Source: an optimization exercise on an open RTL-to-GDS flow (aim: small area). Production flows keep margins and buffers that such runs may drop. At most, simulation tests tie the RTL to the original design; equivalence was not proved. For run 3, only the layout was checked, not whether the RTL still works. No activity file was given, so power comes from the tool's default toggle rates.

### design.v
package hex_pkg;
  localparam MEM_ADDR_WIDTH = 21;
  localparam MEM_ADDR_MSB = MEM_ADDR_WIDTH-1;
  localparam MEM_ADDR_WORD_LSB = 2;
  localparam MEM_ADDR_BYTE_LSB = 0;
  localparam MEM_WIDTH = 32;
  localparam MEM_DEPTH = 1 << (MEM_ADDR_WIDTH - 2);
  localparam DATA_WIDTH = 32;
  localparam INSTR_OPC_WIDTH = 4;
  localparam INSTR_OPR_WIDTH = 4;
  localparam INSTR_WIDTH = INSTR_OPC_WIDTH + INSTR_OPR_WIDTH;
  localparam SYSCALL_OPC_WIDTH = 2;
  localparam NUM_LINKS = 4;
  localparam NUM_CORES = 4;
  localparam SLOT_W    = $clog2(NUM_LINKS);  
  localparam CID_W     = $clog2(NUM_CORES);  
  typedef logic [MEM_ADDR_WIDTH-1:0]  iaddr_t;  
  typedef logic [MEM_ADDR_WIDTH-1:2]  waddr_t;  
  typedef logic [MEM_WIDTH-1:0]       data_t;
  typedef logic [INSTR_OPR_WIDTH-1:0] operand_t;
  typedef enum logic [INSTR_OPC_WIDTH-1:0] {
    LDAM = 'h0,
    LDBM = 'h1,
    STAM = 'h2,
    LDAC = 'h3,
    LDBC = 'h4,
    LDAP = 'h5,
    LDAI = 'h6,
    LDBI = 'h7,
    STAI = 'h8,
    BR   = 'h9,
    BRZ  = 'hA,
    BRN  = 'hB,
    OPR  = 'hD,
    PFIX = 'hE,
    NFIX = 'hF
  } opcode_t;
  typedef enum logic [INSTR_OPR_WIDTH-1:0] {
    BRB = 0,
    ADD = 1,
    SUB = 2,
    SVC = 3,
    IN  = 4,
    OUT = 5
  } opr_opcode_t;
  typedef enum logic [SYSCALL_OPC_WIDTH-1:0] {
    EXIT  = 0,
    WRITE = 1,
    READ  = 2
  } syscall_t;
  typedef struct packed {
    opcode_t  opcode;
    operand_t operand;
  } instr_t;
  typedef logic [CID_W-1:0]  core_id_t;
  typedef logic [SLOT_W-1:0] slot_t;
  typedef struct packed {
    core_id_t dst_core;
    slot_t    dst_slot;
    core_id_t src_core;
    data_t    word;
  } data_flit_t;
  typedef struct packed {
    core_id_t dst_core;
  } ack_flit_t;
endpackage
module processor (
    input  logic        i_clk,
    input  logic        i_rst,
    input  logic [7:0]  i_instr,
    input  logic [31:0] i_d_data,
    input  logic        i_done,
    input  logic [2:0]  i_in_sel,
    input  logic [95:0] i_in_words,
    output logic [20:0] o_pc,
    output logic [31:0] o_areg,
    output logic [1:0]  o_slot,
    output logic        o_op_in,
    output logic        o_op_out,
    output logic        o_d_valid,
    output logic        o_d_we,
    output logic [18:0] o_d_addr,
    output logic        o_syscall_valid
  );
  logic [20:0] pc;
  logic [31:0] areg, breg;
  logic [27:0] oreg;    
  logic [3:0]  op, opd;
  logic [31:0] opr, x, y, sum;
  logic [20:0] pc_inc;
  logic        is_opr, alu, sub, cin, taken, brb, stall;
  logic        sel_a, sel_b, sel_pc;
  logic        ld_a_mem, ld_a_sum, ld_a_in, ld_b_mem, ld_b_sum;
  logic [31:0] in_word;
  assign op     = i_instr[7:4];
  assign opd    = i_instr[3:0];
  assign opr    = {oreg, opd};
  assign is_opr = op == 4'hD;
  assign o_op_in  = is_opr && opd == 4'd4;
  assign o_op_out = is_opr && opd == 4'd5;
  assign alu    = is_opr && (opd == 4'd1 || opd == 4'd2);
  assign sub    = is_opr && opd == 4'd2;
  assign brb    = is_opr && opd == 4'd0;
  assign stall  = (o_op_in || o_op_out) && !i_done;
  assign sel_a  = op == 4'h6 || alu;
  assign sel_b  = op == 4'h7 || op == 4'h8;
  assign sel_pc = op == 4'h5 || op == 4'h9 || op == 4'hA || op == 4'hB;
  assign cin    = sub || sel_pc;
  assign x = ({32{sel_a}} & areg) | ({32{sel_b}} & breg) | ({32{sel_pc}} & {11'b0, pc});
  assign y = (alu ? breg : opr) ^ {32{sub}};
  always_comb begin
    logic c, cb;
    logic [31:0] s0, u;
    s0 = '0;
    u = '0;
    c = cin;
    for (int b = 0; b < 11; b++) begin
      sum[b] = x[b] ^ y[b] ^ c;
      c      = (x[b] & y[b]) | (c & (x[b] ^ y[b]));
    end
    cb = c;
    c = 1'b0;
    for (int b = 11; b < 21; b++) begin
      s0[b] = x[b] ^ y[b] ^ c;
      c     = (x[b] & y[b]) | (c & (x[b] ^ y[b]));
    end
    u[11] = cb;
    for (int b = 12; b < 21; b++) u[b] = u[b-1] & s0[b-1];
    for (int b = 11; b < 21; b++) sum[b] = s0[b] ^ u[b];
    cb = c | (u[20] & s0[20]);
    c = 1'b0;
    for (int b = 21; b < 32; b++) begin
      s0[b] = x[b] ^ y[b] ^ c;
      c     = (x[b] & y[b]) | (c & (x[b] ^ y[b]));
    end
    u[21] = cb;
    for (int b = 22; b < 32; b++) u[b] = u[b-1] & s0[b-1];
    for (int b = 21; b < 32; b++) sum[b] = s0[b] ^ u[b];
    cb = c | (u[31] & s0[31]);
  end
  always_comb begin
    logic c;
    c = 1'b1;
    for (int b = 0; b < 21; b++) begin
      pc_inc[b] = pc[b] ^ c;
      c         = pc[b] & c;
    end
  end
  assign taken = (op == 4'h9) || (op == 4'hA && areg == '0) || (op == 4'hB && areg[31]);
  assign ld_a_mem = op == 4'h0 || op == 4'h6;
  assign ld_a_sum = op == 4'h3 || op == 4'h5 || alu;
  assign ld_a_in  = |i_in_sel;
  assign ld_b_mem = op == 4'h1 || op == 4'h7;
  assign ld_b_sum = op == 4'h4;
  always_comb begin
    in_word = '0;
    for (int i = 0; i < 3; i++)
      in_word = in_word | ({32{i_in_sel[i]}} & i_in_words[32*i +: 32]);
  end
  always_ff @(posedge i_clk or posedge i_rst)
    if (i_rst) begin
      pc   <= '0;
      areg <= '0;
      breg <= '0;
      oreg <= '0;
    end else begin
      pc <= ({21{!stall && taken}} & sum[20:0]) |
            ({21{!stall && brb}} & breg[20:0]) |
            ({21{!stall && !taken && !brb}} & pc_inc) |
            ({21{stall}} & pc);
      areg <= ({32{ld_a_mem}} & i_d_data) |
              ({32{ld_a_sum}} & {sum[31:21] & {11{op != 4'h5}}, sum[20:0]}) |
              ({32{!(ld_a_mem || ld_a_sum || ld_a_in)}} & areg) |
              in_word;
      breg <= ({32{ld_b_mem}} & i_d_data) | ({32{ld_b_sum}} & sum) |
              ({32{!(ld_b_mem || ld_b_sum)}} & breg);
      case (op)
        4'hE:    oreg <= opr[27:0];
        4'hF:    oreg <= {24'hFFFFFF, opd};
        default: oreg <= '0;
      endcase
    end
  assign o_pc            = pc;
  assign o_areg          = areg;
  assign o_slot          = breg[1:0];
  assign o_d_valid       = op == 4'h0 || op == 4'h1 || op == 4'h2 ||
                           op == 4'h6 || op == 4'h7 || op == 4'h8;
  assign o_d_we          = op == 4'h2 || op == 4'h8;
  assign o_d_addr        = sum[18:0];
  assign o_syscall_valid = is_opr && opd == 4'd3;
endmodule
module router (
    input  logic       i_clk,
    input  logic       i_rst,
    input  logic [3:0] i_op_in,
    input  logic [3:0] i_op_out,
    input  logic [7:0] i_slot,
    input  logic       i_cfg_we,
    input  logic [1:0] i_cfg_core,
    input  logic [1:0] i_cfg_slot,
    input  logic [1:0] i_cfg_dst_core,
    input  logic [1:0] i_cfg_dst_slot,
    output logic [3:0] o_done,
    output logic [15:0] o_in_src    
  );
  localparam int N = 4;
  localparam logic [2:0] IDLE = 3'd0, IN_ACK = 3'd1, SEND = 3'd2, IBUF = 3'd3,
                         OBUF = 3'd4, RX = 3'd5, ACK1 = 3'd6, ACK2 = 3'd7;
  logic [2:0] st [N];
  logic [1:0] dcore [N];    
  logic [1:0] dslot [N];
  logic [1:0] rt_core [N][4];
  logic [1:0] rt_slot [N][4];
  logic [1:0] rr [N];
  logic [1:0]   slot [N];
  logic [N-1:0] in_ibuf, in_obuf, in_rx;
  logic [N-1:0] match [N];      
  logic [N-1:0] deliver;        
  logic [N-1:0] busy_out;       
  logic [N-1:0] grant;          
  logic [N-1:0] win [N];        
  logic [N-1:0] gvld;           
  logic [N-1:0] taken;          
  always_comb begin
    for (int i = 0; i < N; i++) begin
      slot[i]    = i_slot[2*i +: 2];
      in_ibuf[i] = st[i] == IBUF;
      in_obuf[i] = st[i] == OBUF;
      in_rx[i]   = st[i] == RX;
    end
    for (int j = 0; j < N; j++)
      for (int i = 0; i < N; i++)
        match[j][i] = i != j && in_rx[i] && dcore[i] == j && dslot[i] == slot[j];
    for (int i = 0; i < N; i++) begin
      deliver[i] = in_obuf[i];
      for (int m = 0; m < N; m++)
        if (m != i && in_rx[m] && dcore[m] == dcore[i] && dslot[m] == dslot[i])
          deliver[i] = 1'b0;
    end
    for (int j = 0; j < N; j++) begin
      busy_out[j] = 1'b0;
      for (int i = 0; i < N; i++)
        if (in_obuf[i] && !deliver[i] && dcore[i] == j) busy_out[j] = 1'b1;
    end
    for (int j = 0; j < N; j++) begin
      logic [N-1:0] cand;
      for (int i = 0; i < N; i++) cand[i] = in_ibuf[i] && dcore[i] == j;
      win[j] = '0;
      for (int p = 0; p < N; p++)
        if (rr[j] == p) begin
          logic found;
          found = 1'b0;
          for (int m = 0; m < N; m++)
            if (!found && cand[(p + m) % N]) begin
              found = 1'b1;
              win[j][(p + m) % N] = 1'b1;
            end
        end
      gvld[j] = |cand && !busy_out[j];
    end
    for (int i = 0; i < N; i++) begin
      grant[i]  = 1'b0;
      taken[i] = 1'b0;
      for (int j = 0; j < N; j++) begin
        grant[i] = grant[i] || (win[j][i] && gvld[j]);
        taken[i] = taken[i] || (st[j] == IN_ACK && match[j][i]);
      end
    end
    for (int j = 0; j < N; j++) begin
      o_done[j] = st[j] == ACK2 || st[j] == IN_ACK;
      for (int i = 0; i < N; i++)
        o_in_src[4*j+i] = st[j] == IN_ACK && match[j][i];
    end
  end
  always_ff @(posedge i_clk)
    for (int k = 0; k < N; k++)
      if (i_cfg_we && i_cfg_core == k) begin
        rt_core[k][i_cfg_slot] <= i_cfg_dst_core;
        rt_slot[k][i_cfg_slot] <= i_cfg_dst_slot;
      end
  always_ff @(posedge i_clk)
    for (int k = 0; k < N; k++)
      if (st[k] == SEND) begin
        dcore[k] <= rt_core[k][slot[k]];
        dslot[k] <= rt_slot[k][slot[k]];
      end
  always_ff @(posedge i_clk or posedge i_rst)
    if (i_rst) begin
      for (int k = 0; k < N; k++) begin
        st[k] <= IDLE;
        rr[k] <= '0;
      end
    end else begin
      for (int j = 0; j < N; j++)
        if (gvld[j])
          for (int i = 0; i < N; i++)
            if (win[j][i]) rr[j] <= 2'((i + 1) % N);
      for (int k = 0; k < N; k++)
        case (st[k])
          IDLE:
            if (i_op_out[k])                   st[k] <= SEND;
            else if (i_op_in[k] && |match[k]) st[k] <= IN_ACK;
          IN_ACK: st[k] <= IDLE;
          SEND:   st[k] <= IBUF;
          IBUF:   if (grant[k]) st[k] <= OBUF;
          OBUF:   if (deliver[k]) st[k] <= RX;
          RX:     if (taken[k]) st[k] <= ACK1;
          ACK1:   st[k] <= ACK2;
          ACK2:   st[k] <= IDLE;
        endcase
    end
endmodule
module hex_network
  (
    input  logic               i_clk,
    input  logic               i_rst,
    output logic [4*21-1:0]    o_f_addr,
    input  logic [4*8-1:0]     i_f_data,
    output logic [3:0]         o_d_valid,
    output logic [3:0]         o_d_we,
    output logic [4*19-1:0]    o_d_addr,
    output logic [4*32-1:0]    o_d_data,
    input  logic [4*32-1:0]    i_d_data,
    output logic [3:0]         o_syscall_valid,
    output logic [4*2-1:0]     o_syscall,
    input  logic               i_cfg_we,
    input  logic [1:0]         i_cfg_core,
    input  logic [1:0]         i_cfg_slot,
    input  logic [1:0]         i_cfg_dst_core,
    input  logic [1:0]         i_cfg_dst_slot
  );
  logic [3:0]  op_in, op_out, done;
  logic [7:0]  slot;
  logic [15:0] in_src;
  genvar k;
  generate
    for (k = 0; k < 4; k++) begin : g_core
      logic [95:0] in_words;
      logic [2:0]  in_sel;
      for (genvar i = 0; i < 4; i++) begin : g_src
        if (i != k) begin : g_o
          localparam int M = (i < k) ? i : i - 1;
          assign in_words[32*M +: 32] = o_d_data[32*i +: 32];
          assign in_sel[M] = in_src[4*k+i];
        end
      end
      processor u_processor (
        .i_clk           (i_clk),
        .i_rst           (i_rst),
        .i_instr         (i_f_data[8*k +: 8]),
        .i_d_data        (i_d_data[32*k +: 32]),
        .i_done          (done[k]),
        .i_in_sel        (in_sel),
        .i_in_words      (in_words),
        .o_pc            (o_f_addr[21*k +: 21]),
        .o_areg          (o_d_data[32*k +: 32]),
        .o_slot          (slot[2*k +: 2]),
        .o_op_in         (op_in[k]),
        .o_op_out        (op_out[k]),
        .o_d_valid       (o_d_valid[k]),
        .o_d_we          (o_d_we[k]),
        .o_d_addr        (o_d_addr[19*k +: 19]),
        .o_syscall_valid (o_syscall_valid[k])
      );
      assign o_syscall[2*k +: 2] = o_d_data[32*k +: 2];
    end
  endgenerate
  router u_net (
    .i_clk          (i_clk),
    .i_rst          (i_rst),
    .i_op_in        (op_in),
    .i_op_out       (op_out),
    .i_slot         (slot),
    .i_cfg_we       (i_cfg_we),
    .i_cfg_core     (i_cfg_core),
    .i_cfg_slot     (i_cfg_slot),
    .i_cfg_dst_core (i_cfg_dst_core),
    .i_cfg_dst_slot (i_cfg_dst_slot),
    .o_done         (done),
    .o_in_src       (in_src)
  );
endmodule
### flow/run.sh
#!/bin/bash
# The standard layout with these changes:
#  - the combinational logic of the standard synthesis is mapped again with
#    an area-oriented ABC script (flow/remap.tcl, flow/area.abc); registers
#    and adder cells are kept as the standard synthesis made them, with
#    their names;
#  - plain buf_1 cells as the port buffers (the standard flow picks a delay
#    cell, clkdlybuf4s50_1, for them);
#  - no timing repair at the floorplan (later steps repair timing);
#  - after global routing, gates off the critical paths are downsized
#    (RECOVER_POWER);
#  - a clock tree of clkbuf_8 cells in larger clusters, without dummy loads.
# Each tool's output goes to a log file here (and ORFS's own logs under orfs/).
set -euo pipefail
export BUFFER_PORTS_ARGS="-buffer_cell sky130_fd_sc_hd__buf_1"
export REMOVE_ABC_BUFFERS=1
export RECOVER_POWER=100
export CTS_ARGS="-sink_clustering_enable -repair_clock_nets -dont_use_dummy_load -sink_clustering_size 12 -sink_clustering_max_diameter 60 -buf_list sky130_fd_sc_hd__clkbuf_8"
YOSYS=$(command -v yosys || echo "$FLOW_HOME/../tools/install/yosys/bin/yosys")
R=orfs/results/$FLOW_PLATFORM/hex_network/base

bash standard.sh synth > flow_1_standard_synth.log 2>&1
cp "$R/1_2_yosys.v" "$R/1_2_yosys_standard.v"
LIB="$FLOW_HOME/platforms/$FLOW_PLATFORM/lib/sky130_fd_sc_hd__tt_025C_1v80.lib" \
IN_V="$R/1_2_yosys_standard.v" OUT_V="$R/1_2_yosys.v" TOP="$FLOW_TOP" \
ABC_SCRIPT="$PWD/flow/area.abc" STAT="$PWD/flow_2_remap_stat.txt" \
  "$YOSYS" -c flow/remap.tcl > flow_2_remap.log 2>&1
bash standard.sh > flow_3_standard_layout.log 2>&1
### flow/area.abc
strash
&get -n
&st
&deepsyn -T 120
&dch
&nf -a
&put
topo
### flow/remap.tcl
# Re-map the combinational logic of the standard synthesis with an
# area-oriented ABC script. Registers (and the full/half adder cells) are
# kept as they are, with their names.
yosys read_liberty -ignore_miss_func $::env(LIB)
yosys read_verilog $::env(IN_V)
yosys hierarchy -top $::env(TOP)
yosys blackbox sky130_fd_sc_hd__dfrtp_1 sky130_fd_sc_hd__dfstp_1 sky130_fd_sc_hd__dfxtp_1 sky130_fd_sc_hd__edfxtp_1 sky130_fd_sc_hd__fa_1 sky130_fd_sc_hd__fa_2 sky130_fd_sc_hd__ha_1 sky130_fd_sc_hd__conb_1
yosys flatten
yosys opt_clean -purge
yosys abc -script $::env(ABC_SCRIPT) -liberty $::env(LIB) -dont_use sky130_fd_sc_hd__probe_p_8 -dont_use sky130_fd_sc_hd__probec_p_8 -dont_use sky130_fd_sc_hd__lpflow_bleeder_1 -dont_use sky130_fd_sc_hd__lpflow_clkbufkapwr_1 -dont_use sky130_fd_sc_hd__lpflow_clkbufkapwr_16 -dont_use sky130_fd_sc_hd__lpflow_clkbufkapwr_2 -dont_use sky130_fd_sc_hd__lpflow_clkbufkapwr_4 -dont_use sky130_fd_sc_hd__lpflow_clkbufkapwr_8 -dont_use sky130_fd_sc_hd__lpflow_clkinvkapwr_1 -dont_use sky130_fd_sc_hd__lpflow_clkinvkapwr_16 -dont_use sky130_fd_sc_hd__lpflow_clkinvkapwr_2 -dont_use sky130_fd_sc_hd__lpflow_clkinvkapwr_4 -dont_use sky130_fd_sc_hd__lpflow_clkinvkapwr_8 -dont_use sky130_fd_sc_hd__lpflow_decapkapwr_12 -dont_use sky130_fd_sc_hd__lpflow_decapkapwr_3 -dont_use sky130_fd_sc_hd__lpflow_decapkapwr_4 -dont_use sky130_fd_sc_hd__lpflow_decapkapwr_6 -dont_use sky130_fd_sc_hd__lpflow_decapkapwr_8 -dont_use sky130_fd_sc_hd__lpflow_inputiso0n_1 -dont_use sky130_fd_sc_hd__lpflow_inputiso0p_1 -dont_use sky130_fd_sc_hd__lpflow_inputiso1n_1 -dont_use sky130_fd_sc_hd__lpflow_inputiso1p_1 -dont_use sky130_fd_sc_hd__lpflow_inputisolatch_1 -dont_use sky130_fd_sc_hd__lpflow_isobufsrc_1 -dont_use sky130_fd_sc_hd__lpflow_isobufsrc_16 -dont_use sky130_fd_sc_hd__lpflow_isobufsrc_2 -dont_use sky130_fd_sc_hd__lpflow_isobufsrc_4 -dont_use sky130_fd_sc_hd__lpflow_isobufsrc_8 -dont_use sky130_fd_sc_hd__lpflow_isobufsrckapwr_16 -dont_use sky130_fd_sc_hd__lpflow_lsbuf_lh_hl_isowell_tap_1 -dont_use sky130_fd_sc_hd__lpflow_lsbuf_lh_hl_isowell_tap_2 -dont_use sky130_fd_sc_hd__lpflow_lsbuf_lh_hl_isowell_tap_4 -dont_use sky130_fd_sc_hd__lpflow_lsbuf_lh_isowell_4 -dont_use sky130_fd_sc_hd__lpflow_lsbuf_lh_isowell_tap_1 -dont_use sky130_fd_sc_hd__lpflow_lsbuf_lh_isowell_tap_2 -dont_use sky130_fd_sc_hd__lpflow_lsbuf_lh_isowell_tap_4 
yosys setundef -zero
yosys hilomap -singleton -hicell sky130_fd_sc_hd__conb_1 HI -locell sky130_fd_sc_hd__conb_1 LO
yosys splitnets
yosys rename -hide w:_*
yosys opt_clean -purge
yosys tee -o $::env(STAT) stat -liberty $::env(LIB)
yosys select $::env(TOP)
yosys write_verilog -noattr -nohex -nodec -selected $::env(OUT_V)
### standard.sh
#!/bin/bash
# synth_recipe.tcl (not shown) runs the flow's synth.tcl, then flattens the netlist and writes it again
# the make line also repeats each setting of config.mk as NAME=value (left out here)
make -C /OpenROAD-flow-scripts/flow DESIGN_CONFIG=/design/flow/config.mk WORK_HOME=/design/flow/orfs CLKGATE_MAP_FILE= SYNTH_SCRIPT=/design/flow/synth_recipe.tcl "${@:-finish}"
### config.mk
export PLATFORM = sky130hd
export DESIGN_NAME = hex_network
export DESIGN_NICKNAME = hex_network
export VERILOG_FILES = /design/flow/design.v
export SDC_FILE = /design/flow/constraint.sdc
export NUM_CORES = 8
export LEC_CHECK = 0
export CAP_MARGIN = 20
export CORE_MARGIN = 2
export CORE_UTILIZATION = 40
export PLACE_DENSITY = 0.6
export SLEW_MARGIN = 20
### constraint.sdc
create_clock -name core_clock -period 12.0 [get_ports {i_clk}]
set_input_delay 2.4000 -clock core_clock [delete_from_list [all_inputs] [get_ports {i_clk}]]
set_output_delay 2.4000 -clock core_clock [all_outputs]
set_load 0.01 [all_outputs]
==> summary.md, run 1 <==
| Metric | Value |
|---|---|
| Status | finished with violations |
| Violated Checks | capacitance limit, slew limit |
| Hold buffer count at CTS | 0 |
| Leak pwr | 16.7 nW |
| Reg-to-Reg End | g_core[3].u_processor.areg[31] |
| Worst relative slew slack | -285% |
| Longest Clk Path Bufs | 3 |
| H-tree levels | 2 |
| Crit share post-route | 98.0% |
| First-pass GRT wire length | approximately 240 mm |
| Nets | 4531 |
| Cell internal pwr | about 3.4 mW |
| Inserted Clock Buffers | 59 |
| Critical Path Start | i_f_data[5] |
| Final Setup Violations | 0 |
| Reg-to-reg slack, setup | 2100 ps |
| Row count | around 110 |
| # fillers | 8152 |
| Cell Pwr Density | 162 nW/um2 |
| CP Buf/Inv Count | 4 |
| Vias in the first global route | 33300 |
| Switching share of power | 46.7% |
| # port buffers | about 480 |
| Ports | 479 |
| Hold Path Class | register to register |
| Capture point of the worst path | o_d_addr[18] |
| DRC errors left | 0 |
| R2r startpoint | g_core[3].u_processor.areg[0] |
| Cell area after synthesis | 33500 um2 |
| Cells on worst reg2reg path | 43 |
| CP dominant cell by count | fa_1 |
| CP Launch Type | primary input |
| Clk pwr share | 17.6% |
| Maximum fanout along the worst path | 4 |
| Area Overhead vs Synth | 18.6% |
| Post-layout min period | approximately 12000 ps |
| Root Driver | clkbuf_8 |
| Sequential share of power | 47.8% |
| CP max-delay cell | fa_1 |
| Least-Margin Pin Slew | slightly below 6000 ps |
| Setup Skew | between 100 and 150 ps |
| CORE AREA | roughly 83000 um2 |
| Initial antenna violation count | 26 |
| Drt pass-1 iters | 14 |
| Vias | 35200 |
| Pre-CTS WS | -1190 ps |
| Die Wd | roughly 300 um |
| Kind of critical path | primary input to primary output |
| DPL Wire Length | 120 mm |
| Ys Warns | 9 |
| Reported net switching power | 3.00 mW |
| Comb power frac | 34.6% |
| Starting Density | 40.2% |
| GR Overflow Total | 0 |
| Max Slew Vio Count | 298 |
| Post-Route WL | 172 mm |
| Final Worst Setup Slack | 236 ps |
| TritonCTS clock tree | built |
| GPL Wtd Cong | 0.974 |
| Fmax | 0.0850 GHz |
| Overall Global Routing Usage | 39.0% |
| Clock latency (worst-skew pair) | roughly 800 ps |
| Final Hold Vio Count | 0 |
| Max-cap violations | 4 |
| Die ar. | 86100 um2 |
| Antenna Violating Nets Remaining | 0 |
| WL/cell | 33.2 um |
| Max rail drop VDD | 81.0 uV |
| Die Y | 293 um |
| Largest stage delay, worst path | 460 ps |
| Crit path depth | 28 |
| Critical path data required time | 9600 ps |
| Top delay family on crit path | adder cells |
| Largest net degree at the start of global routing | approximately 110 |
| Cells after Synth | 3306 |
| Share of cells above drive strength 1 | 10.0% |
| Clock transition at path regs | 90 ps |
| Setup TNS Final | 0 ps |
| Worst endpoint data arrival time | 9360 ps |
| CTS sink cnt | 552 |
| Critical path endpoint category | primary output |
| DR iter-0 viols | around 6300 |
| Mean post-synth cell area | ~10 um2 |
| Vias per cell | 6.79 |
[worst min-delay path by stage]
stage	start	end	slack [ps]	depth (start not counted)
final	g_core[2].u_processor.oreg[14]	g_core[2].u_processor.oreg[18]	480	2
after global routing	g_core[0].u_processor.breg[31]	g_core[0].u_processor.breg[31]	500	2
after CTS	g_core[2].u_processor.oreg[15]	g_core[2].u_processor.oreg[19]	460	2
after detailed placement	g_core[0].u_processor.breg[31]	g_core[0].u_processor.breg[31]	460	2
after global placement	g_core[0].u_processor.breg[31]	g_core[0].u_processor.breg[31]	450	2
after floorplan	g_core[0].u_processor.breg[31]	g_core[0].u_processor.breg[31]	440	2
[worst min-delay path, delay by kind of cell, from the launching register on]
kind | cells | cell delay (ps)
AND/OR/NAND/NOR | 2 | 160
flip-flops | 1 | 380
[power by group through the flow]
stage	logic [mW]	registers, mW	clock network [mW]
2_1_floorplan	0.981	2.79	0
3_3_place_gp	2.11	3.04	0
3_5_place_dp	2.13	3.04	0
4_1_cts	2.15	3.00	1.13
5_1_grt	2.35	3.07	1.19
6_report	2.22	3.07	1.13
[layer usage]
layer,GRT usage (%),wire length (um),vias to the layer above
li1,-,-,14500
met1,48.5,62400,17400
met2,55.9,72600,2657
met3,16.8,25200,583
met4,23.9,11800,20
met5,0,143,-
[cell type report]
type | count | area (um2) | area share, %
diodes | 24 | 60.1 | 0.151
clock buffers | 59 | 812 | 2.04
inverters | 146 | 549 | 1.38
multi-input cells | 2608 | 19300 | 48.5
flip-flops and latches | 552 | 14200 | 35.8
well taps | 1080 | 1350 | 3.40
repair buffers | 713 | 3500 | 8.81
[state kept, by name, summed over array words and instances (netlist names)]
name,flops
g_core.u_processor.breg,128
u_net.st,12
g_core.u_processor.areg,128
g_core.u_processor.pc,84
u_net.rr,8
u_net.dslot,8
u_net.rt_slot,32
g_core.u_processor.oreg,112
u_net.dcore,8
u_net.rt_core,32
[through the flow]
| step | util, % | area (um2) | power [mW] | instances | hold slack (ps) |
|---|---|---|---|---|---|
| 2_1_floorplan | - | 33500 | 3.77 | 3306 | 438 |
| 3_3_place_gp | 46.4 | 38700 | 5.14 | 5095 | 451 |
| 3_5_place_dp | 46.4 | 38700 | 5.17 | 5095 | 461 |
| 4_1_cts | 47.6 | 39600 | 6.28 | 5154 | 465 |
| 5_1_grt | 47.7 | 39700 | 6.61 | 5169 | 503 |
| 6_report | 47.7 | 39700 | 6.42 | 5182 | 479 |
[placed cells by master, fill, tap and decap left out, types with 17 or more instances in the layout]
cell	n
clkbuf_1	30
nand2_1	571
clkbuf_8	59
xnor2_1	37
nand2b_1	35
a22o_1	59
buf_1	460
nor3_2	17
o221ai_1	46
nand3_1	82
a211oi_1	47
edfxtp_1	80
nor2_2	21
fa_2	30
nor2_1	389
a22oi_1	218
nor3_1	35
a221o_1	93
nand4_1	22
dfrtp_1	472
a21oi_1	28
buf_4	213
o21ai_0	91
diode_2	24
nor4_1	41
fa_1	86
ha_1	159
xor2_1	17
o221a_1	34
clkinv_1	144
a222oi_1	234
[what timing repair did]
action,4_1_cts,5_1_grt
pin swaps,6,20
endpoints found under the setup margin,14,10
buffers inserted,0,4
gates resized for setup,38,33
==> inputs of run 2 (changes only) <==
--- a/flow/run.sh
+++ b/flow/run.sh
@@ -7,14 +7,11 @@
 #  - plain buf_1 cells as the port buffers (the standard flow picks a delay
 #    cell, clkdlybuf4s50_1, for them);
 #  - no timing repair at the floorplan (later steps repair timing);
-#  - after global routing, gates off the critical paths are downsized
-#    (RECOVER_POWER);
 #  - a clock tree of clkbuf_8 cells in larger clusters, without dummy loads.
 # Each tool's output goes to a log file here (and ORFS's own logs under orfs/).
 set -euo pipefail
 export BUFFER_PORTS_ARGS="-buffer_cell sky130_fd_sc_hd__buf_1"
 export REMOVE_ABC_BUFFERS=1
-export RECOVER_POWER=100
 export CTS_ARGS="-sink_clustering_enable -repair_clock_nets -dont_use_dummy_load -sink_clustering_size 12 -sink_clustering_max_diameter 60 -buf_list sky130_fd_sc_hd__clkbuf_8"
 YOSYS=$(command -v yosys || echo "$FLOW_HOME/../tools/install/yosys/bin/yosys")
 R=orfs/results/$FLOW_PLATFORM/hex_network/base
==> run 2 against run 1 <==
Area after synthesis decreased by 0.31%; worst hold slack better by 3.9 ps; register-to-register slack better by 100 ps; clock-buffer cell count rose by 7; core utilization rose by 1.2 points; fmax is essentially flat; die area is 0.31% lower; worst setup slack improved by 1.0 ps; critical endpoint is now o_d_addr[75]; the run now finishes clean.
==> summary.md, run 2 <==
| Metric | Value |
|---|---|
| Post-Route WL | 174 mm (was 172 mm) |
| Post-layout min period | 11760 ps (about the same) |
| Hold buffer count at CTS | 0 (unchanged) |
| Most common cell after layout, fill and taps aside | nand2_1 (unchanged) |
| Share of cells above drive strength 1 | 12.1% (was 10.0%) |
| CP Buf/Inv Count | 6 (was 4) |
| Cells after Synth | 3269 (was 3306) |
| CP Launch Type | primary input (unchanged) |
| H-tree levels | 3 (was 2) |
| Top delay family on crit path | adder cells (unchanged) |
| Ys Warns | 9 (unchanged) |
| Max rail drop VDD | 74.9 uV (was 81.0 uV) |
| Final core occ | 48.9% (was 47.7%) |
| Largest stage delay, worst path | 410 ps (was 460 ps) |
| Die ar. | 85900 um2 (was 86100 um2) |
| GPL Wtd Cong | 0.972 (was 0.974) |
| CTS sink cnt | 552 (unchanged) |
| Cell internal pwr | 3.49 mW (was 3.42 mW) |
| Drt pass-1 iters | 14 (unchanged) |
| Worst endpoint data arrival time | 9360 ps (about the same) |
| Mean post-synth cell area | 10.2 um2 (was 10.1 um2) |
| Status | timing/DRC/antenna clean (was finished with violations) |
| Final Hold Vio Count | 0 (unchanged) |
| Reg-to-Reg End | g_core[0].u_processor.areg[31] (was g_core[3].u_processor.areg[31]) |
| DRC errors left | 0 (unchanged) |
| Least-Margin Pin Slew | 1240 ps (was 5770 ps) |
| Top flop regs | g_core.u_processor.areg: 128 flops, g_core.u_processor.breg: 128 flops, g_core.u_processor.oreg: 112 flops (unchanged) |
| Worst relative slew slack | 17.2% (was -285%) |
| Root Driver | clkbuf_8 (unchanged) |
| # port buffers | 478 (unchanged) |
| Worst Hold Endpoint | g_core[0].u_processor.oreg[27] (was g_core[2].u_processor.oreg[18]) |
| Largest net degree at the start of global routing | 131 (was 113) |
| Cells on worst reg2reg path | 39 (was 43) |
| Vias | 35500 (was 35200) |
| Starting Density | 40.6% (was 40.2%) |
| DR iter-0 viols | 6288 (was 6252) |
| Max Slew Vio Count | 0 (was 298) |
| RSZ-0062 raised after global routing | false |
| Ports | 479 (unchanged) |
| Crit path depth | 31 (was 28) |
| Total power | 6.47 mW (was 6.42 mW) |
| Kind of critical path | primary input to primary output (unchanged) |
| Vias in the first global route | 32900 (was 33300) |
| Reported net switching power | 2.99 mW (was 3.00 mW) |
| Critical path endpoint category | primary output (unchanged) |
| First-pass GRT wire length | 243 mm (about the same) |
| Vias per cell | 6.83 (was 6.79) |
| Longest Clk Path Bufs | 3 (unchanged) |
| Final Setup Violations | 0 (unchanged) |
| Reg-to-reg slack, setup | 2200 ps (was 2100 ps) |
| Inserted Clock Buffers | 66 (was 59) |
| Cell area after synthesis | 33400 um2 (was 33500 um2) |
| Hold Path Class | register to register (unchanged) |
| CORE AREA | 82400 um2 (was 83300 um2) |
| Max-cap violations | 0 (was 4) |
| Initial antenna violation count | 27 (was 26) |
| Antenna Violating Nets Remaining | 0 (unchanged) |
| Comb power frac | 34.4% (was 34.6%) |
| R2r startpoint | g_core[0].u_processor.areg[0] (was g_core[3].u_processor.areg[0]) |
| GR Overflow Total | 0 (unchanged) |
| Crit share post-route | 98.0% (about the same) |
| Overall Global Routing Usage | 39.4% (was 39.0%) |
| Nets | 4544 (was 4531) |
| Die Wd | 293 um (about the same) |
| Critical path data required time | 9600 ps (about the same) |
| Area Overhead vs Synth | 20.7% (was 18.6%) |
| Die Y | 293 um (about the same) |
| Fmax | 0.0850 GHz (about the same) |
| Setup TNS Final | 0 ps (unchanged) |
| Row count | 105 (was 106) |
| DPL Wire Length | 119 mm (was 120 mm) |
| CP dominant cell by count | fa_2 (was fa_1) |
| Clk pwr share | 18.8% (was 17.6%) |
| Sequential share of power | 46.9% (was 47.8%) |
| Switching share of power | 46.1% (was 46.7%) |
| Hold path depth | 2 (unchanged) |
| WL/cell | 33.6 um (was 33.2 um) |
| TritonCTS clock tree | built (unchanged) |
| Most frequent cells in the layout | nand2_1, dfrtp_1, buf_1 (unchanged) |
| Maximum fanout along the worst path | 30 (was 4) |
| Worst hold path startpoint | g_core[0].u_processor.oreg[23] (was g_core[2].u_processor.oreg[14]) |
| Clock latency (worst-skew pair) | 730 ps (was 800 ps) |
| Clock transition at path regs | 90 ps (about the same) |
| CP max-delay cell | fa_2 (was fa_1) |
| Critical Path Start | i_f_data[29] (was i_f_data[5]) |
| Cell Pwr Density | 161 nW/um2 (was 162 nW/um2) |
| # fillers | 7934 (was 8152) |
| Setup Skew | 94.5 ps (was 134 ps) |
| Leak pwr | 17.2 nW (was 16.7 nW) |
==> run 2: timing repair <==
action,in CTS,in global routing
buffers inserted,15,2
endpoints found under the setup margin,14,16
gates resized for setup,35,52
pin swaps,15,35
==> run 2: power by group through the flow <==
| stage | clock [mW] | sequential [mW] | combinational, mW |
|---|---|---|---|
| 3_5_place_dp | 0 | 3.00 | 2.12 |
| 5_1_grt | 1.28 | 3.03 | 2.34 |
| 3_3_place_gp | 0 | 3.00 | 2.09 |
| 4_1_cts | 1.21 | 2.97 | 2.13 |
| 6_report | 1.21 | 3.04 | 2.22 |
| 2_1_floorplan | 0 | 2.77 | 0.976 |
==> run 2: layout make-up <==
class	instances	area, um2	share of cell area (%)
multi-input cells	2570	19300	47.8
repair buffers	756	3950	9.79
diodes	28	70.1	0.174
inverters	147	559	1.39
clock buffers	66	908	2.25
flip-flops and latches	552	14200	35.3
well taps	1070	1340	3.32
==> run 2: tightest hold or removal path: cells and delay by family, from the launching register on <==
| family | cells | cell delay, ps |
|---|---|---|
| flip-flops | 1 | 350 |
| AND/OR/NAND/NOR | 2 | 120 |
==> run 2: how the worst max path moves through the flow <==
| stage | slack, ps | to |
|---|---|---|
| global route | 0.5 | o_d_addr[18] |
| detailed placement | -1080 | g_core[3].u_processor.areg[31] |
| floorplan | -2850 | g_core[3].u_processor.areg[31] |
| finish | 240 | o_d_addr[75] |
| CTS | 0.04 | o_d_addr[75] |
| global placement | -1030 | g_core[3].u_processor.areg[31] |
==> run 2: routing by layer <==
metal	up-vias	GRT usage (%)	share of wire, %
met5	-	0	0.11
met4	24	27.5	8.2
met3	677	14.4	14
met2	2945	55.5	41
met1	17300	50.0	36
li1	14500	-	-
==> run 2: through the flow <==
step | hold slack, ps | instance area (um2) | std cells | setup slack, ps
final | 483 | 40300 | 5189 | 237
after global routing | 521 | 40300 | 5167 | 0.528
after detailed placement | 474 | 38800 | 5078 | -1080
after floorplan | 460 | 33400 | 3269 | -2850
after global placement | 470 | 38800 | 5077 | -1030
after CTS | 480 | 40000 | 5159 | 0.0444
==> inputs of run 3 (changes only) <==
--- a/design.v
+++ b/design.v
@@ -114,28 +114,28 @@
     s0 = '0;
     u = '0;
     c = cin;
-    for (int b = 0; b < 11; b++) begin
+    for (int b = 0; b < 8; b++) begin
       sum[b] = x[b] ^ y[b] ^ c;
       c      = (x[b] & y[b]) | (c & (x[b] ^ y[b]));
     end
     cb = c;
     c = 1'b0;
-    for (int b = 11; b < 21; b++) begin
+    for (int b = 8; b < 19; b++) begin
       s0[b] = x[b] ^ y[b] ^ c;
       c     = (x[b] & y[b]) | (c & (x[b] ^ y[b]));
     end
-    u[11] = cb;
-    for (int b = 12; b < 21; b++) u[b] = u[b-1] & s0[b-1];
-    for (int b = 11; b < 21; b++) sum[b] = s0[b] ^ u[b];
-    cb = c | (u[20] & s0[20]);
+    u[8] = cb;
+    for (int b = 9; b < 19; b++) u[b] = u[b-1] & s0[b-1];
+    for (int b = 8; b < 19; b++) sum[b] = s0[b] ^ u[b];
+    cb = c | (u[18] & s0[18]);
     c = 1'b0;
-    for (int b = 21; b < 32; b++) begin
+    for (int b = 19; b < 32; b++) begin
       s0[b] = x[b] ^ y[b] ^ c;
       c     = (x[b] & y[b]) | (c & (x[b] ^ y[b]));
     end
-    u[21] = cb;
-    for (int b = 22; b < 32; b++) u[b] = u[b-1] & s0[b-1];
-    for (int b = 21; b < 32; b++) sum[b] = s0[b] ^ u[b];
+    u[19] = cb;
+    for (int b = 20; b < 32; b++) u[b] = u[b-1] & s0[b-1];
+    for (int b = 19; b < 32; b++) sum[b] = s0[b] ^ u[b];
     cb = c | (u[31] & s0[31]);
   end
   always_comb begin
==> run 3 against run 2 <==
Still clean on timing, DRC and antenna; routed wire length fell by 4.1%; core utilization fell by 1.0 points; sequential share of layout area rose by 0.24 points; sequential power rose by 4%.
==> summary.md, run 3 <==
| Metric | Value |
|---|---|
| Post-layout min period | 11680 ps (was 11760 ps) |
| Worst endpoint data arrival time | 9280 ps (was 9360 ps) |
| Inserted Clock Buffers | 67 (was 66) |
| Max rail drop VDD | 89.7 uV (was 74.9 uV) |
| Cell Pwr Density | 163 nW/um2 (was 161 nW/um2) |
| Most common cell after layout, fill and taps aside | nand2_1 (unchanged) |
| Total power | 6.52 mW (was 6.47 mW) |
| Worst relative slew slack | 19.1% (was 17.2%) |
| Starting Density | 40.4% (was 40.6%) |
| Crit share post-route | 97.3% (was 98.0%) |
| Share of cells above drive strength 1 | 9.64% (was 12.1%) |
| Post-Route WL | 167 mm (was 174 mm) |
| DR iter-0 viols | 6052 (was 6288) |
| Nets | 4523 (was 4544) |
| Final Hold Vio Count | 0 (unchanged) |
| Top flop regs | g_core.u_processor.areg: 128 flops, g_core.u_processor.breg: 128 flops, g_core.u_processor.oreg: 112 flops (unchanged) |
| Vias in the first global route | 32900 (about the same) |
| Fmax | 0.0856 GHz (was 0.0850 GHz) |
| Mean post-synth cell area | 10.3 um2 (was 10.2 um2) |
| Leak pwr | 17.5 nW (was 17.2 nW) |
| Fin Hold WS | 480 ps (was 483 ps) |
| Cell area after synthesis | 33700 um2 (was 33400 um2) |
| Clock transition at path regs | 70 ps (was 90 ps) |
| GPL Wtd Cong | 1.01 (was 0.972) |
| Largest net degree at the start of global routing | 151 (was 131) |
| Hold Path Class | register to register (unchanged) |
| Max-cap violations | 0 (unchanged) |
| CORE AREA | 83600 um2 (was 82400 um2) |
| Largest stage delay, worst path | 490 ps (was 410 ps) |
| Ports | 479 (unchanged) |
| Row count | 106 (was 105) |
| Vias | 35000 (was 35500) |
| Root Driver | clkbuf_8 (unchanged) |
| Least-Margin Pin Slew | 1200 ps (was 1240 ps) |
| Clock latency (worst-skew pair) | 720 ps (was 730 ps) |
| Cells after Synth | 3289 (was 3269) |
| Kind of critical path | primary input to primary output (unchanged) |
| Max Slew Vio Count | 0 (unchanged) |
| GR Overflow Total | 0 (unchanged) |
| Critical path data required time | 9600 ps (about the same) |
| Initial antenna violation count | 27 (unchanged) |
| Hold path depth | 2 (unchanged) |
| # fillers | 8133 (was 7934) |
| Critical path endpoint category | primary output (unchanged) |
| Most frequent cells in the layout | nand2_1, buf_1, dfrtp_1 (was nand2_1, dfrtp_1, buf_1) |
| H-tree levels | 3 (unchanged) |
| Overall Global Routing Usage | 37.7% (was 39.4%) |
| Cells on worst reg2reg path | 34 (was 39) |
| CTS sink cnt | 552 (unchanged) |
| Antenna Violating Nets Remaining | 0 (unchanged) |
| Design Area, Final | 40000 um2 (was 40300 um2) |
| Setup TNS Final | 0 ps (unchanged) |
| DRC errors left | 0 (unchanged) |
| First-pass GRT wire length | 237 mm (was 243 mm) |
| Vias per cell | 6.79 (was 6.83) |
| Die Y | 294 um (was 293 um) |
| Setup Skew | 69.1 ps (was 94.5 ps) |
| TritonCTS clock tree | built (unchanged) |
| Longest Clk Path Bufs | 3 (unchanged) |
| Die ar. | 86700 um2 (was 85900 um2) |
| Status | timing/DRC/antenna clean (unchanged) |
| Drt pass-1 iters | 15 (was 14) |
| Die Wd | 294 um (was 293 um) |
| CP Launch Type | primary input (unchanged) |
| Area Overhead vs Synth | 18.7% (was 20.7%) |
| DPL Wire Length | 122 mm (was 119 mm) |
| WL/cell | 32.4 um (was 33.6 um) |
| Area after DPL | 38800 um2 (about the same) |
| Final Setup Violations | 0 (unchanged) |
| Maximum fanout along the worst path | 8 (was 30) |
| CP dominant cell by count | ha_1 (was fa_2) |
| Ys Warns | 9 (unchanged) |
| # port buffers | 478 (unchanged) |
| CP max-delay cell | fa_1 (was fa_2) |
run 3: report_power, final:
part	leakage, nW	total, mW	internal, mW	switching [mW]
combinational	10.2	2.14	0.779	1.36
clock	0.482	1.22	0.497	0.727
sequential	6.84	3.15	2.26	0.894
run 3: path summary, 6_finish.rpt:
check | from | slack [ps] | endpoint
worst max register to register | g_core[1].u_processor.areg[8] | 2070 | g_core[1].u_processor.areg[31]
max in group asynchronous | i_rst | 7950 | g_core[2].u_processor.areg[7]
worst min-delay path | g_core[3].u_processor.oreg[3] | 480 | g_core[3].u_processor.oreg[7]
worst max-delay path | i_f_data[28] | 320 | o_d_addr[75]
min in group asynchronous | i_rst | 1850 | g_core[0].u_processor.breg[2]
worst min register to register | g_core[3].u_processor.oreg[3] | 480 | g_core[3].u_processor.oreg[7]
run 3: metrics by stage:
stage	util [%]	worst slack, ps	instances
after CTS	47.6	30.0	5131
after floorplan	-	-1710	3289
after global routing	47.9	-14.4	5147
after detailed placement	46.4	-619	5064
after global placement	46.4	-473	5064
final	47.9	319	5153
run 3: layer usage:
metal	wire length (um)	share of wire [%]	track usage, %
met5	144	0.086	0
met4	11500	6.9	22.0
met3	22300	13	12.7
met2	71100	43	54.8
met1	62100	37	48.8
run 3: repair_timing:
action,CTS,global route
buffers inserted,0,5
hold buffers,0,0
endpoints found under the setup margin,3,15
pin swaps,0,9
gates resized for setup,3,43
gates cloned,0,2
run 3: worst max-delay path: cells and delay by family:
kind / cells / cell delay (ps)
adders and majority gates: 19 / 5220
and+or+nand+nor: 3 / 540
AOI/OAI and AO/OA: 3 / 360
buffers and inverters: 5 / 730
run 3: cell type report:
cell class | instances | area (um2) | area share, %
well taps | 1080 | 1350 | 3.37
clock buffers | 67 | 922 | 2.30
repair buffers | 702 | 3580 | 8.94
flip-flops and latches | 552 | 14200 | 35.5
inverters | 135 | 514 | 1.28
diodes | 15 | 37.5 | 0.0937
multi-input cells | 2602 | 19400 | 48.5
==> inputs of run 4 (changes only) <==
--- a/design.v
+++ b/design.v
@@ -114,28 +114,28 @@
     s0 = '0;
     u = '0;
     c = cin;
-    for (int b = 0; b < 8; b++) begin
+    for (int b = 0; b < 11; b++) begin
       sum[b] = x[b] ^ y[b] ^ c;
       c      = (x[b] & y[b]) | (c & (x[b] ^ y[b]));
     end
     cb = c;
     c = 1'b0;
-    for (int b = 8; b < 19; b++) begin
+    for (int b = 11; b < 21; b++) begin
       s0[b] = x[b] ^ y[b] ^ c;
       c     = (x[b] & y[b]) | (c & (x[b] ^ y[b]));
     end
-    u[8] = cb;
-    for (int b = 9; b < 19; b++) u[b] = u[b-1] & s0[b-1];
-    for (int b = 8; b < 19; b++) sum[b] = s0[b] ^ u[b];
-    cb = c | (u[18] & s0[18]);
+    u[11] = cb;
+    for (int b = 12; b < 21; b++) u[b] = u[b-1] & s0[b-1];
+    for (int b = 11; b < 21; b++) sum[b] = s0[b] ^ u[b];
+    cb = c | (u[20] & s0[20]);
     c = 1'b0;
-    for (int b = 19; b < 32; b++) begin
+    for (int b = 21; b < 32; b++) begin
       s0[b] = x[b] ^ y[b] ^ c;
       c     = (x[b] & y[b]) | (c & (x[b] ^ y[b]));
     end
-    u[19] = cb;
-    for (int b = 20; b < 32; b++) u[b] = u[b-1] & s0[b-1];
-    for (int b = 19; b < 32; b++) sum[b] = s0[b] ^ u[b];
+    u[21] = cb;
+    for (int b = 22; b < 32; b++) u[b] = u[b-1] & s0[b-1];
+    for (int b = 21; b < 32; b++) sum[b] = s0[b] ^ u[b];
     cb = c | (u[31] & s0[31]);
   end
   always_comb begin
--- a/flow/run.sh
+++ b/flow/run.sh
@@ -7,11 +7,14 @@
 #  - plain buf_1 cells as the port buffers (the standard flow picks a delay
 #    cell, clkdlybuf4s50_1, for them);
 #  - no timing repair at the floorplan (later steps repair timing);
+#  - the large buffers are not used, so that repairs use small ones;
 #  - a clock tree of clkbuf_8 cells in larger clusters, without dummy loads.
 # Each tool's output goes to a log file here (and ORFS's own logs under orfs/).
 set -euo pipefail
 export BUFFER_PORTS_ARGS="-buffer_cell sky130_fd_sc_hd__buf_1"
 export REMOVE_ABC_BUFFERS=1
+# The platform's own don't-use cells, and the large buffers.
+DONT_USE="sky130_fd_sc_hd__probe_p_8 sky130_fd_sc_hd__probec_p_8 sky130_fd_sc_hd__lpflow_bleeder_1 sky130_fd_sc_hd__lpflow_clkbufkapwr_1 sky130_fd_sc_hd__lpflow_clkbufkapwr_16 sky130_fd_sc_hd__lpflow_clkbufkapwr_2 sky130_fd_sc_hd__lpflow_clkbufkapwr_4 sky130_fd_sc_hd__lpflow_clkbufkapwr_8 sky130_fd_sc_hd__lpflow_clkinvkapwr_1 sky130_fd_sc_hd__lpflow_clkinvkapwr_16 sky130_fd_sc_hd__lpflow_clkinvkapwr_2 sky130_fd_sc_hd__lpflow_clkinvkapwr_4 sky130_fd_sc_hd__lpflow_clkinvkapwr_8 sky130_fd_sc_hd__lpflow_decapkapwr_12 sky130_fd_sc_hd__lpflow_decapkapwr_3 sky130_fd_sc_hd__lpflow_decapkapwr_4 sky130_fd_sc_hd__lpflow_decapkapwr_6 sky130_fd_sc_hd__lpflow_decapkapwr_8 sky130_fd_sc_hd__lpflow_inputiso0n_1 sky130_fd_sc_hd__lpflow_inputiso0p_1 sky130_fd_sc_hd__lpflow_inputiso1n_1 sky130_fd_sc_hd__lpflow_inputiso1p_1 sky130_fd_sc_hd__lpflow_inputisolatch_1 sky130_fd_sc_hd__lpflow_isobufsrc_1 sky130_fd_sc_hd__lpflow_isobufsrc_16 sky130_fd_sc_hd__lpflow_isobufsrc_2 sky130_fd_sc_hd__lpflow_isobufsrc_4 sky130_fd_sc_hd__lpflow_isobufsrc_8 sky130_fd_sc_hd__lpflow_isobufsrckapwr_16 sky130_fd_sc_hd__lpflow_lsbuf_lh_hl_isowell_tap_1 sky130_fd_sc_hd__lpflow_lsbuf_lh_hl_isowell_tap_2 sky130_fd_sc_hd__lpflow_lsbuf_lh_hl_isowell_tap_4 sky130_fd_sc_hd__lpflow_lsbuf_lh_isowell_4 sky130_fd_sc_hd__lpflow_lsbuf_lh_isowell_tap_1 sky130_fd_sc_hd__lpflow_lsbuf_lh_isowell_tap_2 sky130_fd_sc_hd__lpflow_lsbuf_lh_isowell_tap_4 sky130_fd_sc_hd__fill_1 sky130_fd_sc_hd__fill_2 sky130_fd_sc_hd__fill_4 sky130_fd_sc_hd__fill_8 sky130_fd_sc_hd__buf_4 sky130_fd_sc_hd__buf_6 sky130_fd_sc_hd__buf_8 sky130_fd_sc_hd__buf_12 sky130_fd_sc_hd__buf_16 sky130_fd_sc_hd__clkbuf_4 sky130_fd_sc_hd__clkbuf_16 sky130_fd_sc_hd__bufbuf_8 sky130_fd_sc_hd__bufbuf_16 sky130_fd_sc_hd__buf_2 sky130_fd_sc_hd__clkbuf_2"
 export CTS_ARGS="-sink_clustering_enable -repair_clock_nets -dont_use_dummy_load -sink_clustering_size 12 -sink_clustering_max_diameter 60 -buf_list sky130_fd_sc_hd__clkbuf_8"
 YOSYS=$(command -v yosys || echo "$FLOW_HOME/../tools/install/yosys/bin/yosys")
 R=orfs/results/$FLOW_PLATFORM/hex_network/base
@@ -22,4 +25,4 @@
 IN_V="$R/1_2_yosys_standard.v" OUT_V="$R/1_2_yosys.v" TOP="$FLOW_TOP" \
 ABC_SCRIPT="$PWD/flow/area.abc" STAT="$PWD/flow_2_remap_stat.txt" \
   "$YOSYS" -c flow/remap.tcl > flow_2_remap.log 2>&1
-bash standard.sh > flow_3_standard_layout.log 2>&1
+bash standard.sh "DONT_USE_CELLS=$DONT_USE" finish > flow_3_standard_layout.log 2>&1
==> run 4 against run 3 <==
Clock skew grew 76 ps; die area decreased by 0.63%; routed wire length increased by 4.6%; sequential cell count unchanged; worst setup slack got worse by 150 ps; fmax is 1.2% lower; still clean.
==> summary.md, run 4 <==
| Metric | Value |
|---|---|
| Status | timing/DRC/antenna clean (unchanged) |
| Worst relative slew slack | 15.9% (was 19.1%) |
| CP max-delay cell | fa_1 (unchanged) |
| R2r startpoint | g_core[3].u_processor.areg[0] (was g_core[1].u_processor.areg[8]) |
| DRC errors left | 0 (unchanged) |
| Max Slew Vio Count | 0 (unchanged) |
| GR Overflow Total | 0 (unchanged) |
| Worst hold path startpoint | g_core[2].u_processor.oreg[20] (was g_core[3].u_processor.oreg[3]) |
| Final Hold Vio Count | 0 (unchanged) |
| Largest stage delay, worst path | 420 ps (was 490 ps) |
| Top delay family on crit path | adder cells (unchanged) |
| CTS sink cnt | 552 (unchanged) |
| DPL Wire Length | 128 mm (was 122 mm) |
| Most common cell after layout, fill and taps aside | buf_1 (was nand2_1) |
| Longest Clk Path Bufs | 3 (unchanged) |
| Clock transition at path regs | 90 ps (was 70 ps) |
| Sequential share of power | 52.6% (was 48.3%) |
| Reported net switching power | 3.01 mW (was 2.98 mW) |
| Pre-CTS WS | -1130 ps (was -619 ps) |
| Leak pwr | 16.0 nW (was 17.5 nW) |
| Gr busiest metal | met2 (unchanged) |
| CP dominant cell by count | fa_1 (was ha_1) |
| Post-Route WL | 175 mm (was 167 mm) |
| Maximum fanout along the worst path | 3 (was 8) |
| Max-cap violations | 0 (unchanged) |
| Cell area after synthesis | 33500 um2 (was 33700 um2) |
| WL/cell | 33.3 um (was 32.4 um) |
| Inserted Clock Buffers | 58 (was 67) |
| TritonCTS clock tree | built (unchanged) |
| Share of cells above drive strength 1 | 4.84% (was 9.64%) |
| H-tree levels | 2 (was 3) |
| CP Launch Type | primary input (unchanged) |
| Antenna Violating Nets Remaining | 0 (unchanged) |
| Critical path data required time | 9600 ps (about the same) |
| Fin Hold WS | 473 ps (was 480 ps) |
| GR Layer Usage met1 | 51.0% (was 48.8%) |
| Worst Hold Endpoint | g_core[2].u_processor.oreg[24] (was g_core[3].u_processor.oreg[7]) |
| Met3 Resource Use GR | 15.6% (was 12.7%) |
| Largest net degree at the start of global routing | 36 (was 151) |
| Vias per cell | 6.84 (was 6.79) |
| DR iter-0 viols | 6679 (was 6052) |
| Kind of critical path | primary input to primary output (unchanged) |
| Comb power frac | 29.8% (was 32.9%) |
| Final core occ | 47.3% (was 47.9%) |
| Fmax | 0.0845 GHz (was 0.0856 GHz) |
| Hold path depth | 2 (unchanged) |
| First-pass GRT wire length | 246 mm (was 237 mm) |
| Cells on worst reg2reg path | 42 (was 34) |
| Area Overhead vs Synth | 17.6% (was 18.7%) |
| Die ar. | 86100 um2 (was 86700 um2) |
| Crit share post-route | 98.6% (was 97.3%) |
| Ports | 479 (unchanged) |
| Mean post-synth cell area | 10.1 um2 (was 10.3 um2) |
| GPL Wtd Cong | 1.02 (was 1.01) |
| Row count | 106 (unchanged) |
| Cell internal pwr | 3.36 mW (was 3.53 mW) |
| # fillers | 8138 (was 8133) |
| CORE AREA | 83300 um2 (was 83600 um2) |
| Top flop regs | g_core.u_processor.areg: 128 flops, g_core.u_processor.breg: 128 flops, g_core.u_processor.oreg: 112 flops (unchanged) |
| Cells after Synth | 3306 (was 3289) |
| Vias in the first global route | 33500 (was 32900) |
| Most frequent cells in the layout | buf_1, nand2_1, dfrtp_1 (was nand2_1, buf_1, dfrtp_1) |
| Overall Global Routing Usage | 39.6% (was 37.7%) |
| Hold Path Class | register to register (unchanged) |
| Least-Margin Pin Slew | 1260 ps (was 1200 ps) |
| Initial antenna violation count | 25 (was 27) |
| Reg-to-Reg End | g_core[3].u_processor.breg[31] (was g_core[1].u_processor.areg[31]) |
| Switching share of power | 47.2% (was 45.8%) |
| M2 GR Usage | 56.0% (was 54.8%) |
| Worst endpoint data arrival time | 9430 ps (was 9280 ps) |
| Clock latency (worst-skew pair) | 760 ps (was 720 ps) |
| Final Setup Violations | 0 (unchanged) |
| Setup Skew | 146 ps (was 69.1 ps) |
| Final Worst Setup Slack | 172 ps (was 319 ps) |
| Die Y | 293 um (was 294 um) |
| Die Wd | 293 um (was 294 um) |
| Critical path endpoint category | primary output (unchanged) |
| Reg-to-reg slack, setup | 2180 ps (was 2070 ps) |
| Cell Pwr Density | 162 nW/um2 (was 163 nW/um2) |
| Post-layout min period | 11830 ps (was 11680 ps) |
| Max rail drop VDD | 102 uV (was 89.7 uV) |
| Vias | 36000 (was 35000) |
| Nets | 4608 (was 4523) |
| CP Buf/Inv Count | 4 (was 5) |
| Ys Warns | 9 (unchanged) |
| Root Driver | clkbuf_8 (unchanged) |
| # port buffers | 478 (unchanged) |
| Drt pass-1 iters | 12 (was 15) |
| Clk pwr share | 17.6% (was 18.8%) |
| Starting Density | 40.2% (was 40.4%) |
## run 4: how the worst max path moves through the flow
stage | start | end | slack, ps | cells after the start
2_1_floorplan | i_f_data[13] | g_core[1].u_processor.areg[31] | -3030 | 45
3_3_place_gp | i_f_data[12] | g_core[1].u_processor.areg[31] | -1110 | 46
3_5_place_dp | i_f_data[12] | g_core[1].u_processor.areg[31] | -1130 | 46
4_1_cts | i_f_data[14] | o_d_addr[37] | 7 | 28
5_1_grt | i_f_data[4] | o_d_addr[18] | -20 | 28
6_report | i_f_data[4] | o_d_addr[18] | 170 | 28
## run 4: cell type report
cell class                      instances  area (um2)  share of cell area, %
Multi-Input combinational cell       2608       19400                   49.1
Inverter                              146         556                   1.41
Antenna cell                           20        50.0                  0.127
Tap cell                             1080        1350                   3.43
Timing Repair Buffer                  791        3080                   7.81
Sequential cell                       552       14200                   36.1
Clock buffer                           58         798                   2.03
## run 4: per-layer routing
| metal | share of wire (%) | vias up |
|---|---|---|
| li1 | - | 14700 |
| met1 | 36 | 17600 |
| met2 | 41 | 2987 |
| met3 | 16 | 624 |
| met4 | 7.1 | 18 |
| met5 | 0.077 | - |
## run 4: worst register-to-register path, delay by kind of cell (launching register included)
kind | cells | cell delay (ps)
xor+xnor | 2 | 350
fa+ha+maj | 31 | 7180
flops | 1 | 950
simple gates | 2 | 170
buf+inv | 2 | 230
compound gates | 5 | 780
## run 4: stage by stage
step	instances	area (um2)	total power, mW	TNS [ps]
after detailed placement	5155	38100	5.09	-9640
after floorplan	3306	33500	3.77	-187100
after CTS	5219	39000	6.20	0
final	5255	39400	6.36	0
after global placement	5155	38100	5.08	-8860
after global routing	5236	39400	6.55	-42.6
## run 4: power by group through the flow
| stage | clock, mW | combinational, mW | sequential [mW] |
|---|---|---|---|
| after detailed placement | 0 | 1.82 | 3.27 |
| after global routing | 1.20 | 2.05 | 3.30 |
| after CTS | 1.13 | 1.84 | 3.23 |
| after floorplan | 0 | 0.981 | 2.79 |
| after global placement | 0 | 1.80 | 3.27 |
| final | 1.12 | 1.90 | 3.35 |
## run 4: what timing repair did
action                                 CTS  global route
endpoints found under the hold margin    0             0
pin swaps                               13            31
gates cloned                             0             0
setup endpoints to repair               13            15
hold buffers                             0             0
gates resized for setup                 30            46
buffers inserted                         7            15
==> inputs of run 5 (changes only) <==
==> flow/run.sh (replaced) <==
#!/bin/bash
# The standard layout with these changes:
#  - the combinational logic of the standard synthesis is mapped again with
#    an area-oriented ABC script (flow/remap.tcl, flow/area.abc); registers
#    and adder cells are kept as the standard synthesis made them, with
#    their names;
#  - plain buf_1 cells as the port buffers (the standard flow picks a delay
#    cell, clkdlybuf4s50_1, for them);
#  - no timing repair at the floorplan (later steps repair timing);
#  - the large buffers are not used, so that repairs use small ones;
#  - a clock tree of clkbuf_8 cells in larger clusters, without dummy loads.
# Each tool's output goes to a log file here (and ORFS's own logs under orfs/).
set -euo pipefail
export BUFFER_PORTS_ARGS="-buffer_cell sky130_fd_sc_hd__buf_1"
export REMOVE_ABC_BUFFERS=1
# The platform's own don't-use cells, and the large buffers.
DONT_USE="sky130_fd_sc_hd__probe_p_8 sky130_fd_sc_hd__probec_p_8 sky130_fd_sc_hd__lpflow_bleeder_1 sky130_fd_sc_hd__lpflow_clkbufkapwr_1 sky130_fd_sc_hd__lpflow_clkbufkapwr_16 sky130_fd_sc_hd__lpflow_clkbufkapwr_2 sky130_fd_sc_hd__lpflow_clkbufkapwr_4 sky130_fd_sc_hd__lpflow_clkbufkapwr_8 sky130_fd_sc_hd__lpflow_clkinvkapwr_1 sky130_fd_sc_hd__lpflow_clkinvkapwr_16 sky130_fd_sc_hd__lpflow_clkinvkapwr_2 sky130_fd_sc_hd__lpflow_clkinvkapwr_4 sky130_fd_sc_hd__lpflow_clkinvkapwr_8 sky130_fd_sc_hd__lpflow_decapkapwr_12 sky130_fd_sc_hd__lpflow_decapkapwr_3 sky130_fd_sc_hd__lpflow_decapkapwr_4 sky130_fd_sc_hd__lpflow_decapkapwr_6 sky130_fd_sc_hd__lpflow_decapkapwr_8 sky130_fd_sc_hd__lpflow_inputiso0n_1 sky130_fd_sc_hd__lpflow_inputiso0p_1 sky130_fd_sc_hd__lpflow_inputiso1n_1 sky130_fd_sc_hd__lpflow_inputiso1p_1 sky130_fd_sc_hd__lpflow_inputisolatch_1 sky130_fd_sc_hd__lpflow_isobufsrc_1 sky130_fd_sc_hd__lpflow_isobufsrc_16 sky130_fd_sc_hd__lpflow_isobufsrc_2 sky130_fd_sc_hd__lpflow_isobufsrc_4 sky130_fd_sc_hd__lpflow_isobufsrc_8 sky130_fd_sc_hd__lpflow_isobufsrckapwr_16 sky130_fd_sc_hd__lpflow_lsbuf_lh_hl_isowell_tap_1 sky130_fd_sc_hd__lpflow_lsbuf_lh_hl_isowell_tap_2 sky130_fd_sc_hd__lpflow_lsbuf_lh_hl_isowell_tap_4 sky130_fd_sc_hd__lpflow_lsbuf_lh_isowell_4 sky130_fd_sc_hd__lpflow_lsbuf_lh_isowell_tap_1 sky130_fd_sc_hd__lpflow_lsbuf_lh_isowell_tap_2 sky130_fd_sc_hd__lpflow_lsbuf_lh_isowell_tap_4 sky130_fd_sc_hd__fill_1 sky130_fd_sc_hd__fill_2 sky130_fd_sc_hd__fill_4 sky130_fd_sc_hd__fill_8 sky130_fd_sc_hd__buf_4 sky130_fd_sc_hd__buf_6 sky130_fd_sc_hd__buf_8 sky130_fd_sc_hd__buf_12 sky130_fd_sc_hd__buf_16 sky130_fd_sc_hd__clkbuf_4 sky130_fd_sc_hd__clkbuf_16 sky130_fd_sc_hd__bufbuf_8 sky130_fd_sc_hd__bufbuf_16"
export CTS_ARGS="-sink_clustering_enable -repair_clock_nets -dont_use_dummy_load -sink_clustering_size 12 -sink_clustering_max_diameter 60 -buf_list sky130_fd_sc_hd__clkbuf_8"
YOSYS=$(command -v yosys || echo "$FLOW_HOME/../tools/install/yosys/bin/yosys")
R=orfs/results/$FLOW_PLATFORM/hex_network/base

bash standard.sh synth > flow_1_standard_synth.log 2>&1
cp "$R/1_2_yosys.v" "$R/1_2_yosys_standard.v"
LIB="$FLOW_HOME/platforms/$FLOW_PLATFORM/lib/sky130_fd_sc_hd__tt_025C_1v80.lib" \
IN_V="$R/1_2_yosys_standard.v" OUT_V="$R/1_2_yosys.v" TOP="$FLOW_TOP" \
ABC_SCRIPT="$PWD/flow/area.abc" STAT="$PWD/flow_2_remap_stat.txt" \
  "$YOSYS" -c flow/remap.tcl > flow_2_remap.log 2>&1
bash standard.sh "DONT_USE_CELLS=$DONT_USE" finish > flow_3_standard_layout.log 2>&1
==> run 5 against run 4 <==
Core utilization is 0.25 points lower; worst hold slack worse by 25 ps; clock-buffer cell count is 2 higher; register-to-register slack better by 200 ps; synthesized cell count stayed put; die area stayed put; sequential power is 1% lower; critical path depth stayed put; area after synthesis stayed put; first-iteration DRC count is 6.4% lower; via count is 2.3% lower; clock skew is 3.4 ps lower; critical endpoint unchanged.
==> summary.md, run 5 <==
| Metric | Value |
|---|---|
| # port buffers | 478 (unchanged) |
| Die Wd | 293 um (unchanged) |
| Reg-to-reg slack, setup | 2380 ps (was 2180 ps) |
| Setup TNS Final | 0 ps (unchanged) |
| First-pass GRT wire length | 243 mm (was 246 mm) |
| Cell internal pwr | 3.37 mW (was 3.36 mW) |
| DR iter-0 viols | 6250 (was 6679) |
| Cells on worst reg2reg path | 42 (unchanged) |
| Largest net degree at the start of global routing | 38 (was 36) |
| Sequential share of power | 52.0% (was 52.6%) |
| Ys Warns | 9 (unchanged) |
| Reported net switching power | 2.98 mW (was 3.01 mW) |
| Top flop regs | g_core.u_processor.areg: 128 flops, g_core.u_processor.breg: 128 flops, g_core.u_processor.oreg: 112 flops (unchanged) |
| Crit share post-route | 98.4% (was 98.6%) |
| Die Y | 293 um (unchanged) |
| Overall Global Routing Usage | 39.0% (was 39.6%) |
| Cell area after synthesis | 33500 um2 (unchanged) |
| Clock transition at path regs | 90 ps (about the same) |
| Max Slew Vio Count | 0 (unchanged) |
| Worst relative slew slack | 20.5% (was 15.9%) |
| Final Setup Violations | 0 (unchanged) |
| Hold path depth | 2 (unchanged) |
| Max-cap violations | 0 (unchanged) |
| Die ar. | 86100 um2 (unchanged) |
| Worst endpoint data arrival time | 9410 ps (was 9430 ps) |
| Antenna Violating Nets Remaining | 0 (unchanged) |
| Pre-CTS WS | -1180 ps (was -1130 ps) |
| Total power | 6.36 mW (about the same) |
| Ports | 479 (unchanged) |
| Longest Clk Path Bufs | 3 (unchanged) |
| Status | timing/DRC/antenna clean (unchanged) |
| Final Hold Vio Count | 0 (unchanged) |
| Placed Cells incl. Taps | 5109 (was 5155) |
| CP Buf/Inv Count | 4 (unchanged) |
| Largest stage delay, worst path | 450 ps (was 420 ps) |
| RSZ-0062 raised after global routing | true |
| Share of cells above drive strength 1 | 7.89% (was 4.84%) |
| Area after DPL | 38000 um2 (was 38100 um2) |
| Clock latency (worst-skew pair) | 790 ps (was 760 ps) |
| Vias | 35200 (was 36000) |
| Comb power frac | 30.2% (was 29.8%) |
| Final core occ | 47.1% (was 47.3%) |
| Final Non-Filler Cells | 5193 (was 5255) |
| Vias in the first global route | 33100 (was 33500) |
| Most common cell after layout, fill and taps aside | buf_1 (unchanged) |
| Least-Margin Pin Slew | 1190 ps (was 1260 ps) |
| GR Overflow Total | 0 (unchanged) |
| DPL Wire Length | 125 mm (was 128 mm) |
| Hold Path Class | register to register (unchanged) |
run 5: power groups by stage:
stage | clock, mW | sequential [mW] | combinational, mW
after floorplan | 0 | 2.79 | 0.981
after global placement | 0 | 3.25 | 1.83
after detailed placement | 0 | 3.25 | 1.85
after CTS | 1.13 | 3.21 | 1.87
after global routing | 1.20 | 3.28 | 2.06
final | 1.13 | 3.30 | 1.92
run 5: path summary, 6_finish.rpt:
check,start,to
max in group asynchronous,i_rst,g_core[0].u_processor.oreg[21]
worst min register to register,g_core[2].u_processor.oreg[20],g_core[2].u_processor.oreg[24]
worst max register to register,g_core[3].u_processor.areg[0],g_core[3].u_processor.breg[31]
worst min-delay path,g_core[2].u_processor.oreg[20],g_core[2].u_processor.oreg[24]
worst max-delay path,i_f_data[6],o_d_addr[18]
min in group asynchronous,i_rst,g_core[2].u_processor.pc[10]
run 5: cell type report:
cell class | instances | area, um2 | area share (%)
clock buffer | 60 | 826 | 2.11
antenna | 19 | 47.5 | 0.121
timing repair buffer | 728 | 2910 | 7.43
inverter | 146 | 556 | 1.42
sequential | 552 | 14200 | 36.3
multi-input combinational | 2608 | 19300 | 49.2
tap | 1080 | 1350 | 3.45
run 5: worst reg2reg max path: cells and delay by family (launching register included):
kind                       cells  cell delay, ps
xor gates and xnor gates       2             340
buffers and inverters          2             230
DFF                            1             840
AOI/OAI and AO/OA              5             770
adders and majority gates     31            7160
and+or+nand+nor                2             160
run 5: layer usage:
| layer | vias up | routed length [um] | global-route usage, % |
|---|---|---|---|
| met5 | - | 205 | 0.908 |
| met4 | 16 | 12600 | 24.2 |
| met1 | 17200 | 62600 | 49.6 |
| li1 | 14600 | - | - |
| met3 | 608 | 25000 | 15.0 |
| met2 | 2757 | 71600 | 55.8 |
run 5: repair_timing:
action / CTS / global route
buffers inserted: 0 / 3
setup endpoints to repair: 16 / 14
pin swaps: 6 / 24
endpoints found under the hold margin: 0 / 0
gates resized for setup: 32 / 42

Setup slack of run 5, layout unchanged: 0.192 ns with ideal ports, 0.164 ns with driving cells assumed (clock clkbuf_16, inputs buf_2), -0.246 ns with port delays also shifted by the 0.785 ns mid clock arrival.
